From an optimization exercise on the open Yosys and OpenROAD flow, aimed at small area, a short achievable clock period and few clock cycles; shortcuts taken in it are not production practice. RTL that was checked went through simulation tests only; none was proved equivalent to the original. Power and IR drop assume default switching activity.

red:
==> flow/design.v <==
`timescale 1ns/10ps
module LBP(
	clk,
	reset,
	gray_addr,
	gray_req,
	gray_ready,
	gray_data,
	lbp_addr,
	lbp_valid,
	lbp_data,
	finish
);
input clk;
input reset;
input gray_ready;
input [7:0] gray_data;
output [13:0] gray_addr;
output reg gray_req;
output reg [13:0] lbp_addr;
output reg lbp_valid;
output reg [7:0] lbp_data;
output reg finish;
localparam S  = 8;         
localparam H  = S - 2;     
localparam IW = 3;         
reg [6:0] row;
reg [6:0] col;
reg [IW-1:0] ri;           
assign gray_addr = {row, col};
wire col_end = (ri == S-1);
wire last    = (col == 7'd127) & (row == 7'd127);    
always @(posedge clk) begin
	if (~gray_req) begin
		row <= 7'd0;
		col <= 7'd0;
		ri  <= {IW{1'b0}};
	end
	else begin
		ri <= ri + 1'b1;                                    
		if (col_end) begin
			col <= col + 7'd1;
			if (col == 7'd127) row <= row - 7'd1;           
			else               row <= row - (S - 1);       
		end
		else row <= row + 7'd1;
	end
end
reg [7:0] p [1:S+1];
integer k;
always @(posedge clk) begin
	p[1] <= gray_data;
	for (k = 2; k <= S + 1; k = k + 1) p[k] <= p[k-1];
end
function ge8;
	input [7:0] a;
	input [7:0] b;
	integer j;
	reg r;
	begin
		r = 1'b1;
		for (j = 0; j < 8; j = j + 1)
			r = (a[j] & ~b[j]) | (a[j] & r) | (~b[j] & r);
		ge8 = r;
	end
endfunction
wire [7:0] x = gray_data;
wire [7:0] c = p[S+1];
wire c_dr  = ge8(x,    c);     
wire c_r   = ge8(p[1], c);     
wire c_ur  = ge8(p[2], c);     
wire c_d   = ge8(p[S], c);     
wire x_ul  = ge8(c, x);        
wire r_l   = ge8(c, p[1]);     
wire ur_dl = ge8(c, p[2]);     
wire d_u   = ge8(c, p[S]);     
reg       q1;
reg [1:0] q2;
reg [2:0] qm [3:S];
reg [3:0] qs1;
always @(posedge clk) begin
	q1    <= x_ul;
	q2    <= {r_l, q1};
	qm[3] <= {ur_dl, q2};
	for (k = 4; k <= S; k = k + 1) qm[k] <= qm[k-1];
	qs1   <= {d_u, qm[S]};
end
wire [7:0] code = {c_dr, c_d, qs1[2], c_r, qs1[1], c_ur, qs1[3], qs1[0]};
always @(posedge clk) begin
	lbp_data <= code;
	lbp_addr <= {row - 7'd1, col - 7'd1};
end
always @(posedge clk or posedge reset) begin
	if (reset) begin
		lbp_valid <= 1'b0;
		finish    <= 1'b0;
		gray_req  <= 1'b0;
	end
	else begin
		gray_req  <= gray_ready;
		lbp_valid <= gray_req & ~finish & (ri >= 2) & (col >= 7'd2);
		if (gray_req & last) finish <= 1'b1;
	end
end
endmodule
clock: 5.0 ns
lec_check: 0
cap_margin: 20
core_margin: 2
core_utilization: 65
cts_buf_list: sky130_fd_sc_hd__clkbuf_8
setup_slack_margin: 3
slew_margin: 20
standard.sh (not shown) runs the stock make flow with config.mk's settings and CLKGATE_MAP_FILE= SYNTH_SCRIPT=/design/flow/synth_recipe.tcl, a recipe that flattens the netlist after the stock synthesis.
==> flow/flow/run.sh <==
#!/bin/bash
# Standard ORFS flow, with port buffers and timing repair free to use any
# buffer/gate size instead of only same-footprint swaps.
set -euo pipefail
bash standard.sh MATCH_CELL_FOOTPRINT=0 "BUFFER_PORTS_ARGS=-buffer_cell sky130_fd_sc_hd__buf_2" finish > standard_flow.log 2>&1
Testbench counts of red, summed over its fixed seeds: cycles 64,518.
Changes in blue relative to red:
-- flow/design.v --
<<< red, line 32
wire last    = (col == 7'd127) & (row == 7'd127);    
always @(posedge clk) begin
	if (~gray_req) begin
		row <= 7'd0;
		col <= 7'd0;
>>> blue, line 32
wire last    = (col == 7'd127) & (row == 7'd127);    
always @(posedge clk) begin
	if (~gray_ready) begin
		row <= 7'd0;
		col <= 7'd0;
<<< red, line 95
		lbp_valid <= 1'b0;
		finish    <= 1'b0;
		gray_req  <= 1'b0;
	end
	else begin
		gray_req  <= gray_ready;
		lbp_valid <= gray_req & ~finish & (ri >= 2) & (col >= 7'd2);
		if (gray_req & last) finish <= 1'b1;
	end
end
>>> blue, line 95
		lbp_valid <= 1'b0;
		finish    <= 1'b0;
		gray_req  <= 1'b1;
	end
	else begin
		lbp_valid <= gray_ready & ~finish & (ri >= 2) & (col >= 7'd2);
		if (gray_ready & last) begin
			finish   <= 1'b1;
			gray_req <= 1'b0;
		end
	end
end
### Flow results
blue vs red on power of the clock network: blue is the higher one.
Per the comparison of blue with red, final routed wirelength across all metal layers moved down, placer's final routability congestion estimate has decreased, global-route usage now smaller, sequential fraction of the synthesis area was more or less identical, number of combinational gates with multiple inputs up 1.
The run showing the smaller final worst setup slack is blue.
Relative to red, the fmax measured on blue has decreased by a few percent.
Diff red..blue | instance count of the mapped netlist | unchanged
No functional check of the RTL was part of blue.

==> separate check: timing with driven ports <==
Ports are ideal in the flow. The routed layouts listed here were re-timed in OpenROAD. Step 1, drivers: a clkbuf_16 drives clk and a buf_2 each remaining input, both assumed. Step 2, shift: input delay + t, output delay - t, t = (earliest + latest rising clock arrival at the registers) / 2. This alone moves slack from input paths to output paths. Slacks: ideal / step 1 / step 2; pairs: ideal / step 1.
run	t, ns	setup WS [ns]	worst hold slack (ns)	worst setup path after step 2	latest minus earliest clock arrival (ns)
red	0.451	2.998 / 2.970 / 2.680	0.326 / 0.326 / 0.326	input to register	0.011 / 0.011
blue	0.447	2.935 / 2.907 / 2.698	0.325 / 0.325 / 0.325	input to register	0.008 / 0.008
After both steps every run listed still meets setup and hold. For red, which loses most, drivers alone change the setup slack by -0.028 ns; drivers and shift together by -0.318 ns.
